Context: an optimization exercise on an open-source flow, tuned for small area and a short achievable clock period. The choices shown serve that exercise and are no tape-out recipe.
At most, simulation tests tie the RTL to the original design; equivalence was not proved.
Power is estimated from default activity; no workload was simulated.

==> v31: inputs <==
## Design_Top
module Design_Top (
    input  wire    CLK     ,
    input  wire    RST     , 
    input  wire    RX_IN   ,
    output wire    TX_OUT 
);
wire Sync_RST;
RST_Sync u_RST_Sync (
    .RST      (RST      ),
    .clk      (CLK      ),
    .Sync_RST (Sync_RST )
);
wire       RX_Valid_Top;
wire [7:0] Rx_P_Data_Top;
wire [6:0] REG2_UART_Config_Top;
wire [3:0] REG3_DIV_Top;
RX u_RX1(
    .clk_Top        (CLK                         ),
    .rst_Top        (Sync_RST                    ),
    .RX_IN_Top      (RX_IN                       ),
    .Prescale_Top   (REG2_UART_Config_Top[6:2]   ),
    .PAR_EN_TOP     (REG2_UART_Config_Top[0]     ),
    .PAR_TYP_Top    (REG2_UART_Config_Top[1]     ),
    .Data_Valid_Top (RX_Valid_Top                ),
    .P_Data_Top     (Rx_P_Data_Top               )
);
reg [2:0] RX_Valid_Dly;
always @(posedge CLK) begin
    if (!Sync_RST)
        RX_Valid_Dly <= 3'b0;
    else
        RX_Valid_Dly <= {RX_Valid_Dly[1:0], RX_Valid_Top};
end
wire RX_Valid_Syn = RX_Valid_Dly[2];
wire       ALU_Enable_Top, CLK_Gate_En_Top;
wire [3:0] ALU_Fun_Top;
wire       ALU_Out_Valid_Top;
wire       REG_WrEn_Top, REG_RdEn_Top;
wire [3:0] REG_Address_Top;
wire [7:0] REG_WrData_Top;
RX_Controler u_RX_Controler(
    .clk         (CLK               ),
    .rst         (Sync_RST          ),
    .ALU_Valid   (ALU_Out_Valid_Top ),
    .ALU_Enable  (ALU_Enable_Top    ),
    .ALU_Fun     (ALU_Fun_Top       ),
    .CLK_Gate_En (CLK_Gate_En_Top   ),
  ...
Settings: LEC_CHECK=0, ABC_AREA=1, CAP_MARGIN=20, CORE_MARGIN=2, CORE_UTILIZATION=55, CTS_BUF_LIST=sky130_fd_sc_hd__clkbuf_8, CTS_CLUSTER_DIAMETER=60, CTS_CLUSTER_SIZE=20, SLEW_MARGIN=20; clock period 35.0 ns.
run.sh (not shown) runs the stock make flow with config.mk's settings and CLKGATE_MAP_FILE= SYNTH_SCRIPT=/design/flow/synth_recipe.tcl, a recipe that flattens the netlist after the stock synthesis.
==> v13: changes against v31 <==
Settings changed: CTS_BUF_LIST sky130_fd_sc_hd__clkbuf_8 to sky130_fd_sc_hd__clkbuf_4, CTS_CLUSTER_DIAMETER 60 to 40, CTS_CLUSTER_SIZE 20 to 10.
==> comparison <==
Of v13 and v31, v13 has the higher clock skew (gap 30 ps). Of v31 and v13, v13 has the higher power (gap 2.9%, measured against v13). Between v31 and v13, the lower sequential share of layout area is in v13 (gap 0.33 points). Between v31 and v13, the lower via count is in v31 (gap about 0.7%, measured against v13). v13 passed the timing, DRC and antenna checks. v31 completed with no timing, DRC or antenna violations. Die area is the same in v31 and v13. Combinational power is about the same in v31 and v13. Of v31 and v13, v13 has the higher clock-buffer cell count (gap 27).
==> figures <==
                                                                           v13                      v31
Run status                                             complete, no violations  complete, no violations
Met1 layer wirelength in the final routing                             15.9 mm                  15.6 mm
Via count of the first global-routing pass                               10360                    10175
Worst max-slew margin expressed relative to the limit                    39.6%                    21.3%
Leakage power figure                                                0.00660 uW               0.00651 uW
Number of non-clock buffers                                                 16                       15
Layout Cell Area excl Fill                                          15000 um^2               14900 um^2
Layout Utilization                                                       60.2%                    59.8%
Diode count                                                                  1                        0
Non-clock buffer contribution to total cell area                        0.851%                   0.807%
PnR worst setup slack                                                 26300 ps                 26350 ps
Metal2 WL                                                              16.2 mm                  16.0 mm
Combinational logic power                                               254 uW                   253 uW
VDD IR max                                                           0.0583 mV                0.0613 mV
Register share of total power                                            43.3%                    44.6%
Post-detailed-routing wire length                                      35.5 mm                  35.3 mm
No run of this note included a check of the RTL's function; only the layout flow was run.

==> 09-20 <==
Design_Top, a different RTL version from the one above (not shown whole).
Settings: LEC_CHECK=0, ABC_AREA=1, CAP_MARGIN=0, CORE_MARGIN=2, CORE_UTILIZATION=70, CTS_BUF_LIST=sky130_fd_sc_hd__clkbuf_16, CTS_CLUSTER_DIAMETER=80, CTS_CLUSTER_SIZE=30, GPL_ROUTABILITY_DRIVEN=0, GPL_TIMING_DRIVEN=0, SLEW_MARGIN=0; clock period 35.0 ns.
standard.sh (not shown) runs the stock make flow with config.mk's settings and CLKGATE_MAP_FILE= SYNTH_SCRIPT=/design/flow/synth_recipe.tcl, a recipe that flattens the netlist after the stock synthesis.
==> flow/flow/run.sh <==
#!/bin/bash
# The standard layout with two changes: the port buffers are sky130 buf_4
# cells (buffer_ports would otherwise pick the slow clkdlybuf4s50_1), and
# synthesis leaves adders to ABC instead of extracting half/full-adder cells
# first (ADDER_MAP_FILE empty). Registers are the standard synthesis's.
set -euo pipefail
bash standard.sh "BUFFER_PORTS_ARGS=-buffer_cell sky130_fd_sc_hd__buf_4" "ADDER_MAP_FILE=" finish > standard.log 2>&1
==> 05-09: changes against 09-20 <==
==> flow/flow/run.sh (replaced) <==
#!/bin/bash
set -euo pipefail
W=$(pwd)
rm -rf "$W/orfs_scripts"
cp -r "$FLOW_HOME/scripts" "$W/orfs_scripts"
cp "$W/flow/abc_area.script" "$W/orfs_scripts/abc_area.script"
bash standard.sh "SCRIPTS_DIR=$W/orfs_scripts" \
    "BUFFER_PORTS_ARGS=-buffer_cell sky130_fd_sc_hd__buf_4" \
    "ADDER_MAP_FILE=" \
    "CTS_ARGS=-sink_clustering_enable -repair_clock_nets -sink_clustering_size 30 -sink_clustering_max_diameter 80 -buf_list sky130_fd_sc_hd__clkbuf_16 -dont_use_dummy_load" finish > standard.log 2>&1
==> flow/flow/abc_area.script (new file) <==
strash
&get -n
&deepsyn -T 60
&put
dch -f
amap
mfs2
strash
dch -f
amap
mfs2
strash
dch -f
amap
topo
GPL_ROUTABILITY_DRIVEN = default   (was 0)
GPL_TIMING_DRIVEN = default   (was 0)
==> qor summary <==
	09-20	05-09
Status	timing/DRC/antenna clean	timing/DRC/antenna clean
Number of clock buffers in the layout	13	12
Number of DRC violations after detailed-routing iteration 0	1,292	1,500
Layout filler cell count	1,255	1,083
Reg2reg setup slack	31.23 ns	28.60 ns
Area share of the leading cell type in the synthesized netlist	0.398	0.439
Signal arrival time at the worst endpoint	1.03 ns	1.01 ns
Switching Power	382 µW	308 µW
Post-route minimum period	8.03 ns	8.01 ns
Portion of total power attributed to combinational logic	0.348	0.287
Clk pwr	169 µW	147 µW
Global-route wire length before repair	47,800 µm	45,300 µm
Setup slack at placement	27.18 ns	26.96 ns
Delay of the slowest cell on the worst path	0.38 ns	0.34 ns
Combinational power	334 µW	246 µW
Latest clock arrival within the worst-skew pair	0.50 ns	0.49 ns
Min setup slack post-route	26.97 ns	26.99 ns
Final core occ	0.754	0.756
Chip height	136 µm	130 µm
Post-synthesis share of cell area spent on xor and xnor gates	0.0171	0.00157
Cell count after synthesis	1,398	1,089
Compound-Gate Fraction of Synth Area	0.150	0.217
Post-Syn Nets	1,401	1,092
Met3 capacity usage during global routing	0.0578	0.0787
Overall power consumption	961 µW	856 µW

==> inputs of job 5938 <==
Design_Top, a different RTL version from the one above (not shown whole).
==> flow/config.mk <==
export PLATFORM = sky130hd
export DESIGN_NAME = Design_Top
export DESIGN_NICKNAME = Design_Top
export VERILOG_FILES = /design/flow/design.v
export SDC_FILE = /design/flow/constraint.sdc
export NUM_CORES = 4
export LEC_CHECK = 0
export ABC_AREA = 1
export CAP_MARGIN = 0
export CORE_MARGIN = 2
export CORE_UTILIZATION = 55
export CTS_BUF_LIST = sky130_fd_sc_hd__clkbuf_8
export CTS_CLUSTER_DIAMETER = 60
export CTS_CLUSTER_SIZE = 20
export SLEW_MARGIN = 0
==> flow/constraint.sdc <==
create_clock -name core_clock -period 35.0 [get_ports {CLK}]
set_input_delay 7.0000 -clock core_clock [delete_from_list [all_inputs] [get_ports {CLK}]]
set_output_delay 7.0000 -clock core_clock [all_outputs]
set_load 0.01 [all_outputs]
==> flow/flow/run.sh <==
#!/bin/bash
# The standard layout, with the port buffers made of sky130 buf_4 cells
# (buffer_ports would otherwise pick the slow clkdlybuf4s50_1).
set -euo pipefail
bash standard.sh "BUFFER_PORTS_ARGS=-buffer_cell sky130_fd_sc_hd__buf_4" finish > standard.log 2>&1
==> inputs of job 1434, as changes to job 5938 <==
CTS_BUF_LIST = sky130_fd_sc_hd__clkbuf_16   (was sky130_fd_sc_hd__clkbuf_8)
CTS_CLUSTER_DIAMETER = 80   (was 60)
CTS_CLUSTER_SIZE = 30   (was 20)
==> notes.md <==
* Status: timing/DRC/antenna clean
* M1 GR Usage at 40.6%
* Most frequent cells in the layout: 295 x nand2_1, 163 x edfxtp_1, 156 x inv_1, 103 x nor2_1, 102 x a21oi_1
* Routed wl met2 at 15.8 mm
* Share of cells above drive strength 1 at 5.64%
* Flop2flop setup slack at 31.38 ns
* Clk pin slew, worst setup/hold paths at 0.10 ns
* Met3 WL at 2.57 mm
* Flop pwr share at 46.9%
* Worst EP arrival at 1.00 ns
* Drt total wl at 35.2 mm
* Post-Route Skew at 0.0280 ns
* P&R area growth vs syn at 6.14%
* NumNets Final at 1508
* Worst Tran Pin Value at 1.16 ns
Source of the figures above: job 1434

==> notes.md <==
* P&R area growth vs syn at 7.29%
* Drt total wl at 35.7 mm
* Most frequent cells in the layout: 295 x nand2_1, 163 x edfxtp_1, 155 x inv_1, 103 x nor2_1, 102 x a21oi_1
* Status: timing/DRC/antenna clean
* NumNets Final at 1519
* Met3 WL at 2.58 mm
* Worst EP arrival at 1.06 ns
* Worst Tran Pin Value at 1.18 ns
* Flop pwr share at 45.3%
* Clk pin slew, worst setup/hold paths at 0.08 ns
* Flop2flop setup slack at 31.39 ns
Source of the figures above: job 5938


==> job 9150: inputs <==
Design_Top again, from the RTL that the note above started with.
## Design_Top
module Design_Top (
    input  wire    CLK     ,
    input  wire    RST     , 
    input  wire    RX_IN   ,
    output wire    TX_OUT 
);
make LEC_CHECK=0 ABC_AREA=1 CAP_MARGIN=0 CORE_MARGIN=2 CORE_UTILIZATION=55 CTS_BUF_LIST=sky130_fd_sc_hd__clkbuf_8 CTS_CLUSTER_DIAMETER=60 CTS_CLUSTER_SIZE=20 SLEW_MARGIN=0 finish   # period 35.0 ns
run.sh (not shown) runs the stock make flow with config.mk's settings and CLKGATE_MAP_FILE= SYNTH_SCRIPT=/design/flow/synth_recipe.tcl, a recipe that flattens the netlist after the stock synthesis.
Stock flow here: none of the scripts above is used.
==> job 9632 (differences from job 9150) <==
==> flow/flow/run.sh (new file) <==
#!/bin/bash
# The standard layout, with the port buffers made of sky130 buf_4 cells
# (buffer_ports would otherwise pick the slow clkdlybuf4s50_1).
set -euo pipefail
bash standard.sh "BUFFER_PORTS_ARGS=-buffer_cell sky130_fd_sc_hd__buf_4" finish > standard.log 2>&1
==> flow/standard.sh (new file) <==
#!/bin/bash
# synth_recipe.tcl (not shown) runs the flow's synth.tcl, then flattens the netlist and writes it again
# the make line also repeats each setting of config.mk as NAME=value (left out here)
make -C /OpenROAD-flow-scripts/flow DESIGN_CONFIG=/design/flow/config.mk WORK_HOME=/design/flow/orfs CLKGATE_MAP_FILE= SYNTH_SCRIPT=/design/flow/synth_recipe.tcl "${@:-finish}"
CORE_UTILIZATION = 70   (was 55)
CTS_BUF_LIST = sky130_fd_sc_hd__clkbuf_16   (was sky130_fd_sc_hd__clkbuf_8)
CTS_CLUSTER_DIAMETER = 80   (was 60)
CTS_CLUSTER_SIZE = 30   (was 20)
removed: flow/run.sh
==> job 4703 (differences from job 9150) <==
--- a/flow/design.v
+++ b/flow/design.v
@@ -613,85 +613,88 @@
     input  wire [7:0]  Operand_A,
     input  wire [7:0]  Operand_B,
     input  wire [3:0]  ALU_Fun  ,
     input  wire        Enable   ,
     input  wire        Restart  ,
     output wire [7:0]  ALU_Lo_N ,
     output reg  [7:0]  ALU_Hi   ,
     output reg         Out_Valid,
-    output reg         Clearing ,
+    output wire        Clearing ,
     output reg  [3:0]  Eng_Cnt
 );
 reg  [7:0] R, Q;    
 reg  [7:0] H, L;    
 wire       clr   = Restart | (Eng_Cnt == 4'd15);
 wire       run   = ~Eng_Cnt[3];
 wire       a_bit = Operand_A[~Eng_Cnt[2:0]];
 wire       b_bit = Operand_B[Eng_Cnt[2:0]];
-wire [8:0] T     = {R, a_bit};
-wire [9:0] D     = {1'b0, T} - {2'b0, Operand_B};
-wire       ge    = ~D[9];
+wire [7:0] T     = {R[6:0], a_bit};
+wire [8:0] sum;
+wire       ge    = R[7] | sum[8];
 wire [8:0] S     = {1'b0, H} + (b_bit ? {1'b0, Operand_A} : 9'd0);
+assign Clearing = (Eng_Cnt == 4'd15);
 always @(posedge clk) begin
-    if (!rst) begin
-        Eng_Cnt  <= 4'd15;
-        Clearing <= 1'b1;
-    end else begin
-        if (Restart || Eng_Cnt == 4'd15)
-            Eng_Cnt <= 4'd0;
-        else if (run)
-            Eng_Cnt <= Eng_Cnt + 1'b1;
-        if (Eng_Cnt == 4'd7)
-            Clearing <= 1'b0;
-    end
+    if (!rst)
+        Eng_Cnt <= 4'd15;
+    else if (Restart || Eng_Cnt == 4'd15)
+        Eng_Cnt <= 4'd0;
+    else if (run)
+        Eng_Cnt <= Eng_Cnt + 1'b1;
 end
 always @(posedge clk) begin
     if (clr) begin
         R <= 8'd0;
         H <= 8'd0;
     end else if (run) begin
-        R <= ge ? D[7:0] : T[7:0];
+        R <= ge ? sum[7:0] : T;
         Q <= {Q[6:0], ge};
         H <= S[8:1];
         L <= {S[0], L[7:1]};
     end
 end
-wire       sub  = |ALU_Fun;
-wire [8:0] sum  = {1'b0, Operand_A} + {1'b0, Operand_B ^ {8{sub}}} + {8'd0, sub};
-wire [7:0] x    = Operand_A ^ Operand_B;
-wire [7:0] a    = Operand_A & Operand_B;
-wire [7:0] o    = Operand_A | Operand_B;
-wire       eq   = ~|x;
+wire [3:0] F    = ALU_Fun;
+wire       sub  = run | (|F);
+wire [7:0] X    = run ? T : Operand_A;
+assign     sum  = {1'b0, X} + {1'b0, Operand_B ^ {8{sub}}} + {8'd0, sub};
+wire       eq   = (Operand_A == Operand_B);
 wire       lt   = ~sum[8];
 wire       gt   = sum[8] & ~eq;
 wire       bz   = ~|Operand_B;
-reg [7:0] lo, hi;
+reg  [3:0] tt;
 always @(*) begin
-    lo = 8'd0;
-    hi = 8'd0;
-    case (ALU_Fun)
-        4'd0:  begin lo = sum[7:0]; hi = {7'd0, sum[8]}; end
-        4'd1:  begin lo = sum[7:0]; hi = {8{~sum[8]}}; end
-        4'd2:  begin lo = L; hi = H; end
-        4'd3:  lo = bz ? 8'd0 : Q;
-        4'd4:  lo = a;
-        4'd5:  lo = o;
-        4'd6:  begin lo = ~a; hi = 8'hFF; end
-        4'd7:  begin lo = ~o; hi = 8'hFF; end
-        4'd8:  lo = x;
-        4'd9:  begin lo = ~x; hi = 8'hFF; end
-        4'd10: lo = {7'd0, eq};
-        4'd11: lo = {7'd0, gt};
-        4'd12: lo = {7'd0, lt};
-        4'd13: lo = {1'b0, Operand_A[7:1]};
-        4'd14: begin lo = {Operand_A[6:0], 1'b0}; hi = {7'd0, Operand_A[7]}; end
-        default: ;
+    case (F)
+        4'd4:    tt = 4'b1000;
+        4'd5:    tt = 4'b1110;
+        4'd6:    tt = 4'b0111;
+        4'd7:    tt = 4'b0001;
+        4'd8:    tt = 4'b0110;
+        4'd9:    tt = 4'b1001;
+        default: tt = 4'b0000;
     endcase
 end
+wire [7:0] lg;
+genvar i;
+generate
+    for (i = 0; i < 8; i = i + 1) begin : g_lg
+        assign lg[i] = tt[{Operand_A[i], Operand_B[i]}];
+    end
+endgenerate
+wire s_sum = (F == 4'd0) | (F == 4'd1);
+wire s_L   = (F == 4'd2);
+wire s_Q   = (F == 4'd3) & ~bz;
+wire s_sr  = (F == 4'd13);
+wire s_sl  = (F == 4'd14);
+wire cmp   = (F == 4'd10) ? eq : (F == 4'd11) ? gt : (F == 4'd12) ? lt : 1'b0;
+wire ones  = (F == 4'd6) | (F == 4'd7) | (F == 4'd9) | ((F == 4'd1) & ~sum[8]);
+wire [7:0] lo = ({8{s_sum}} & sum[7:0]) | ({8{s_L}} & L) | ({8{s_Q}} & Q) | lg
+              | ({8{s_sr}} & {1'b0, Operand_A[7:1]}) | ({8{s_sl}} & {Operand_A[6:0], 1'b0})
+              | {7'd0, cmp};
+wire [7:0] hi = {8{ones}} | ({8{s_L}} & H)
+              | {7'd0, ((F == 4'd0) & sum[8]) | (s_sl & Operand_A[7])};
 assign ALU_Lo_N = Enable ? lo : 8'd0;
 always @(posedge clk) begin
     if (Gate_En)
         ALU_Hi <= Enable ? hi : 8'd0;
 end
 always @(posedge clk) begin
     if (!rst)
         Out_Valid <= 1'b0;
@@ -956,30 +959,17 @@
     .Rx_P_Data   (Rx_P_Data_Top     ),
     .RX_Valid    (RX_Valid_Syn      )
 );
 wire       REG_Rd_Valid_Top;
 wire [7:0] REG_RdData_N;
 wire [7:0] Operand_A_Top, Operand_B_Top;
 wire       Clearing;
 wire [3:0] Eng_Cnt;
-wire [15:0] Clr_Row;
-genvar k;
-generate
-    for (k = 0; k < 16; k = k + 1) begin : g_clr
-        if (k < 2)
-            assign Clr_Row[k] = Clearing && (Eng_Cnt == 4'd15);
-        else if (k < 4)
-            assign Clr_Row[k] = 1'b0;
-        else if (k < 12)
-            assign Clr_Row[k] = Clearing && (Eng_Cnt == k - 4);
-        else
-            assign Clr_Row[k] = Clearing && (Eng_Cnt == k - 12);
-    end
-endgenerate
+wire [15:0] Clr_Row = {16{Clearing}};
 REG_File u_REG_File(
     .clk          (CLK              ),
     .rst          (Sync_RST         ),
     .Rd_Address   (Rx_P_Data_Top[3:0]),
     .Row_We       (Row_We           ),
     .RdEn         (REG_RdEn_Top     ),
     .WrData       (Rx_P_Data_Top    ),
     .Clr_Row      (Clr_Row          ),
==> flow/flow/run.sh (new file) <==
#!/bin/bash
# The standard layout, with the port buffers made of sky130 buf_4 cells
# (buffer_ports would otherwise pick the slow clkdlybuf4s50_1).
set -euo pipefail
bash standard.sh "BUFFER_PORTS_ARGS=-buffer_cell sky130_fd_sc_hd__buf_4" finish > standard.log 2>&1
==> flow/standard.sh (new file) <==
#!/bin/bash
# synth_recipe.tcl (not shown) runs the flow's synth.tcl, then flattens the netlist and writes it again
# the make line also repeats each setting of config.mk as NAME=value (left out here)
make -C /OpenROAD-flow-scripts/flow DESIGN_CONFIG=/design/flow/config.mk WORK_HOME=/design/flow/orfs CLKGATE_MAP_FILE= SYNTH_SCRIPT=/design/flow/synth_recipe.tcl "${@:-finish}"
CTS_BUF_LIST = sky130_fd_sc_hd__clkbuf_16   (was sky130_fd_sc_hd__clkbuf_8)
CTS_CLUSTER_DIAMETER = 80   (was 60)
CTS_CLUSTER_SIZE = 30   (was 20)
removed: flow/run.sh
==> job 7039 (differences from job 9150) <==
--- a/flow/design.v
+++ b/flow/design.v
@@ -613,85 +613,88 @@
     input  wire [7:0]  Operand_A,
     input  wire [7:0]  Operand_B,
     input  wire [3:0]  ALU_Fun  ,
     input  wire        Enable   ,
     input  wire        Restart  ,
     output wire [7:0]  ALU_Lo_N ,
     output reg  [7:0]  ALU_Hi   ,
     output reg         Out_Valid,
-    output reg         Clearing ,
+    output wire        Clearing ,
     output reg  [3:0]  Eng_Cnt
 );
 reg  [7:0] R, Q;    
 reg  [7:0] H, L;    
 wire       clr   = Restart | (Eng_Cnt == 4'd15);
 wire       run   = ~Eng_Cnt[3];
 wire       a_bit = Operand_A[~Eng_Cnt[2:0]];
 wire       b_bit = Operand_B[Eng_Cnt[2:0]];
-wire [8:0] T     = {R, a_bit};
-wire [9:0] D     = {1'b0, T} - {2'b0, Operand_B};
-wire       ge    = ~D[9];
+wire [7:0] T     = {R[6:0], a_bit};
+wire [8:0] sum;
+wire       ge    = R[7] | sum[8];
 wire [8:0] S     = {1'b0, H} + (b_bit ? {1'b0, Operand_A} : 9'd0);
+assign Clearing = (Eng_Cnt == 4'd15);
 always @(posedge clk) begin
-    if (!rst) begin
-        Eng_Cnt  <= 4'd15;
-        Clearing <= 1'b1;
-    end else begin
-        if (Restart || Eng_Cnt == 4'd15)
-            Eng_Cnt <= 4'd0;
-        else if (run)
-            Eng_Cnt <= Eng_Cnt + 1'b1;
-        if (Eng_Cnt == 4'd7)
-            Clearing <= 1'b0;
-    end
+    if (!rst)
+        Eng_Cnt <= 4'd15;
+    else if (Restart || Eng_Cnt == 4'd15)
+        Eng_Cnt <= 4'd0;
+    else if (run)
+        Eng_Cnt <= Eng_Cnt + 1'b1;
 end
 always @(posedge clk) begin
     if (clr) begin
         R <= 8'd0;
         H <= 8'd0;
     end else if (run) begin
-        R <= ge ? D[7:0] : T[7:0];
+        R <= ge ? sum[7:0] : T;
         Q <= {Q[6:0], ge};
         H <= S[8:1];
         L <= {S[0], L[7:1]};
     end
 end
-wire       sub  = |ALU_Fun;
-wire [8:0] sum  = {1'b0, Operand_A} + {1'b0, Operand_B ^ {8{sub}}} + {8'd0, sub};
-wire [7:0] x    = Operand_A ^ Operand_B;
-wire [7:0] a    = Operand_A & Operand_B;
-wire [7:0] o    = Operand_A | Operand_B;
-wire       eq   = ~|x;
+wire [3:0] F    = ALU_Fun;
+wire       sub  = run | (|F);
+wire [7:0] X    = run ? T : Operand_A;
+assign     sum  = {1'b0, X} + {1'b0, Operand_B ^ {8{sub}}} + {8'd0, sub};
+wire       eq   = (Operand_A == Operand_B);
 wire       lt   = ~sum[8];
 wire       gt   = sum[8] & ~eq;
 wire       bz   = ~|Operand_B;
-reg [7:0] lo, hi;
+reg  [3:0] tt;
 always @(*) begin
-    lo = 8'd0;
-    hi = 8'd0;
-    case (ALU_Fun)
-        4'd0:  begin lo = sum[7:0]; hi = {7'd0, sum[8]}; end
-        4'd1:  begin lo = sum[7:0]; hi = {8{~sum[8]}}; end
-        4'd2:  begin lo = L; hi = H; end
-        4'd3:  lo = bz ? 8'd0 : Q;
-        4'd4:  lo = a;
-        4'd5:  lo = o;
-        4'd6:  begin lo = ~a; hi = 8'hFF; end
-        4'd7:  begin lo = ~o; hi = 8'hFF; end
-        4'd8:  lo = x;
-        4'd9:  begin lo = ~x; hi = 8'hFF; end
-        4'd10: lo = {7'd0, eq};
-        4'd11: lo = {7'd0, gt};
-        4'd12: lo = {7'd0, lt};
-        4'd13: lo = {1'b0, Operand_A[7:1]};
-        4'd14: begin lo = {Operand_A[6:0], 1'b0}; hi = {7'd0, Operand_A[7]}; end
-        default: ;
+    case (F)
+        4'd4:    tt = 4'b1000;
+        4'd5:    tt = 4'b1110;
+        4'd6:    tt = 4'b0111;
+        4'd7:    tt = 4'b0001;
+        4'd8:    tt = 4'b0110;
+        4'd9:    tt = 4'b1001;
+        default: tt = 4'b0000;
     endcase
 end
+wire [7:0] lg;
+genvar i;
+generate
+    for (i = 0; i < 8; i = i + 1) begin : g_lg
+        assign lg[i] = tt[{Operand_A[i], Operand_B[i]}];
+    end
+endgenerate
+wire s_sum = (F == 4'd0) | (F == 4'd1);
+wire s_L   = (F == 4'd2);
+wire s_Q   = (F == 4'd3) & ~bz;
+wire s_sr  = (F == 4'd13);
+wire s_sl  = (F == 4'd14);
+wire cmp   = (F == 4'd10) ? eq : (F == 4'd11) ? gt : (F == 4'd12) ? lt : 1'b0;
+wire ones  = (F == 4'd6) | (F == 4'd7) | (F == 4'd9) | ((F == 4'd1) & ~sum[8]);
+wire [7:0] lo = ({8{s_sum}} & sum[7:0]) | ({8{s_L}} & L) | ({8{s_Q}} & Q) | lg
+              | ({8{s_sr}} & {1'b0, Operand_A[7:1]}) | ({8{s_sl}} & {Operand_A[6:0], 1'b0})
+              | {7'd0, cmp};
+wire [7:0] hi = {8{ones}} | ({8{s_L}} & H)
+              | {7'd0, ((F == 4'd0) & sum[8]) | (s_sl & Operand_A[7])};
 assign ALU_Lo_N = Enable ? lo : 8'd0;
 always @(posedge clk) begin
     if (Gate_En)
         ALU_Hi <= Enable ? hi : 8'd0;
 end
 always @(posedge clk) begin
     if (!rst)
         Out_Valid <= 1'b0;
@@ -956,30 +959,17 @@
     .Rx_P_Data   (Rx_P_Data_Top     ),
     .RX_Valid    (RX_Valid_Syn      )
 );
 wire       REG_Rd_Valid_Top;
 wire [7:0] REG_RdData_N;
 wire [7:0] Operand_A_Top, Operand_B_Top;
 wire       Clearing;
 wire [3:0] Eng_Cnt;
-wire [15:0] Clr_Row;
-genvar k;
-generate
-    for (k = 0; k < 16; k = k + 1) begin : g_clr
-        if (k < 2)
-            assign Clr_Row[k] = Clearing && (Eng_Cnt == 4'd15);
-        else if (k < 4)
-            assign Clr_Row[k] = 1'b0;
-        else if (k < 12)
-            assign Clr_Row[k] = Clearing && (Eng_Cnt == k - 4);
-        else
-            assign Clr_Row[k] = Clearing && (Eng_Cnt == k - 12);
-    end
-endgenerate
+wire [15:0] Clr_Row = {16{Clearing}};
 REG_File u_REG_File(
     .clk          (CLK              ),
     .rst          (Sync_RST         ),
     .Rd_Address   (Rx_P_Data_Top[3:0]),
     .Row_We       (Row_We           ),
     .RdEn         (REG_RdEn_Top     ),
     .WrData       (Rx_P_Data_Top    ),
     .Clr_Row      (Clr_Row          ),
==> flow/flow/run.sh (new file) <==
#!/bin/bash
# The standard layout with two changes: the port buffers are sky130 buf_4
# cells (buffer_ports would otherwise pick the slow clkdlybuf4s50_1), and
# synthesis leaves adders to ABC instead of extracting half/full-adder cells
# first (ADDER_MAP_FILE empty). Registers are the standard synthesis's.
set -euo pipefail
bash standard.sh "BUFFER_PORTS_ARGS=-buffer_cell sky130_fd_sc_hd__buf_4" "ADDER_MAP_FILE=" finish > standard.log 2>&1
==> flow/standard.sh (new file) <==
#!/bin/bash
# synth_recipe.tcl (not shown) runs the flow's synth.tcl, then flattens the netlist and writes it again
# the make line also repeats each setting of config.mk as NAME=value (left out here)
make -C /OpenROAD-flow-scripts/flow DESIGN_CONFIG=/design/flow/config.mk WORK_HOME=/design/flow/orfs CLKGATE_MAP_FILE= SYNTH_SCRIPT=/design/flow/synth_recipe.tcl "${@:-finish}"
CTS_BUF_LIST = sky130_fd_sc_hd__clkbuf_16   (was sky130_fd_sc_hd__clkbuf_8)
CTS_CLUSTER_DIAMETER = 80   (was 60)
CTS_CLUSTER_SIZE = 30   (was 20)
removed: flow/run.sh
==> key figures <==
Place
  • Detailed Place HPWL: 22600 um

Power and ir drop
  • Switch Pwr: 0.371 mW
  • Seq power: 0.461 mW
  • PD cells: 72.9 nW/um^2
  • Peak VDD IR: 48.1 uV
  • Combinational fraction of design power: 32.7%

Cells and area
  • Fillers: 2016
  • Final #Nets: 1417

Synth
  • Synth Area in Compound Gates: 14.3%
  • Post-Synth Simple-Gate Area: 16.7%

Clock tree
  • Cts bufs inserted: 14
  • Clk slew on worst S/H paths: 0.11 ns

Timing
  • Slew @ Worst Pin: 1.26 ns

Status
  • Outcome: finished clean

Die
  • Core area: 22600 sq um
  • Die width: 155 um
  • Initial Utilization: 55.7%

Routing
  • Met2 WL post-DR: 14500 um
-- figures above: job 4703

==> key figures <==
Timing
  • Slew @ Worst Pin: 1.20 ns

Place
  • Detailed Place HPWL: 23300 um

Die
  • Initial Utilization: 56.4%
  • Die width: 154 um

Power and ir drop
  • Combinational fraction of design power: 33.7%
  • Switch Pwr: 0.399 mW
  • PD cells: 75.1 nW/um^2
  • Seq power: 0.465 mW

Cells and area
  • Final #Nets: 1449
  • Fillers: 1978

Synth
  • Post-Synth Simple-Gate Area: 23.3%
  • Synth Area in Compound Gates: 13.4%

Status
  • Outcome: finished clean

Clock tree
  • Cts bufs inserted: 15
-- figures above: job 7039

==> key figures <==
Die
  • Initial Utilization: 71.0%
  • Die width: 141 um
  • Core area: 18600 sq um

Power and ir drop
  • Switch Pwr: 0.294 mW
  • Peak VDD IR: 72.7 uV
  • Combinational fraction of design power: 30.4%
  • Seq power: 0.388 mW
  • PD cells: 58.1 nW/um^2

Clock tree
  • Cts bufs inserted: 13

Cells and area
  • Final #Nets: 1512

Synth
  • Synth Area in Compound Gates: 14.3%

Timing
  • Slew @ Worst Pin: 1.31 ns

Status
  • Outcome: finished clean

Routing
  • Met2 WL post-DR: 15500 um
-- figures above: job 9632

==> key figures <==
Cells and area
  • Fillers: 2100

Power and ir drop
  • PD cells: 59.9 nW/um^2
  • Switch Pwr: 0.316 mW
  • Seq power: 0.388 mW

Status
  • Outcome: finished clean

Clock tree
  • Cts bufs inserted: 26
  • Clk slew on worst S/H paths: 0.09 ns

Die
  • Core area: 23500 sq um
  • Die width: 159 um
  • Initial Utilization: 56.1%

Synth
  • Synth Area in Compound Gates: 14.3%

Routing
  • Met2 WL post-DR: 16200 um
-- figures above: job 9150

==> re-timing with driven ports <==
The results above use ideal ports. As a check the final layouts listed here were re-extracted and re-timed, cells and wires unchanged.
Step 1: set_driving_cell puts a clkbuf_16 on CLK and a buf_2 on each other input, an assumption about the parent block.
Step 2 adds t to the input delays and takes it off the output delays; t is the mean of the earliest and latest rising clock arrival at the registers after step 1. Input paths then give back, and output paths get back, about the clock's delay inside the block.
Three values: ideal ports, drivers, drivers and shift; two values: the first two.
run | t (ns) | setup slack, ns | latest minus earliest clock arrival (ns) | worst data-port slew with drivers (ns)
v31 | 0.631 | 26.352 / 26.305 / 26.770 | 0.031 / 0.032 | 0.05
v13 | 0.705 | 26.299 / 26.255 / 26.755 | 0.066 / 0.066 | 0.05
09-20 | 0.535 | 26.970 / 26.923 / 27.162 | 0.020 / 0.020 | 0.03
05-09 | 0.511 | 26.993 / 26.951 / 26.942 | 0.044 / 0.044 | 0.03
job 5938 | 0.611 | 26.942 / 26.898 / 27.233 | 0.050 / 0.050 | 0.03
job 1434 | 0.544 | 26.997 / 26.950 / 27.240 | 0.029 / 0.029 | 0.03
job 9150 | 0.619 | 26.512 / 26.467 / 26.824 | 0.047 / 0.047 | 0.03
job 9632 | 0.547 | 26.987 / 26.940 / 27.251 | 0.035 / 0.036 | 0.03
job 4703 | 0.552 | 26.955 / 26.904 / 27.150 | 0.031 / 0.031 | 0.03
job 7039 | 0.550 | 26.986 / 26.936 / 27.201 | 0.038 / 0.038 | 0.03
After both steps setup and hold are still met in every run listed. For 05-09, which loses most, drivers alone change the setup slack by -0.042 ns; drivers and shift together by -0.051 ns.
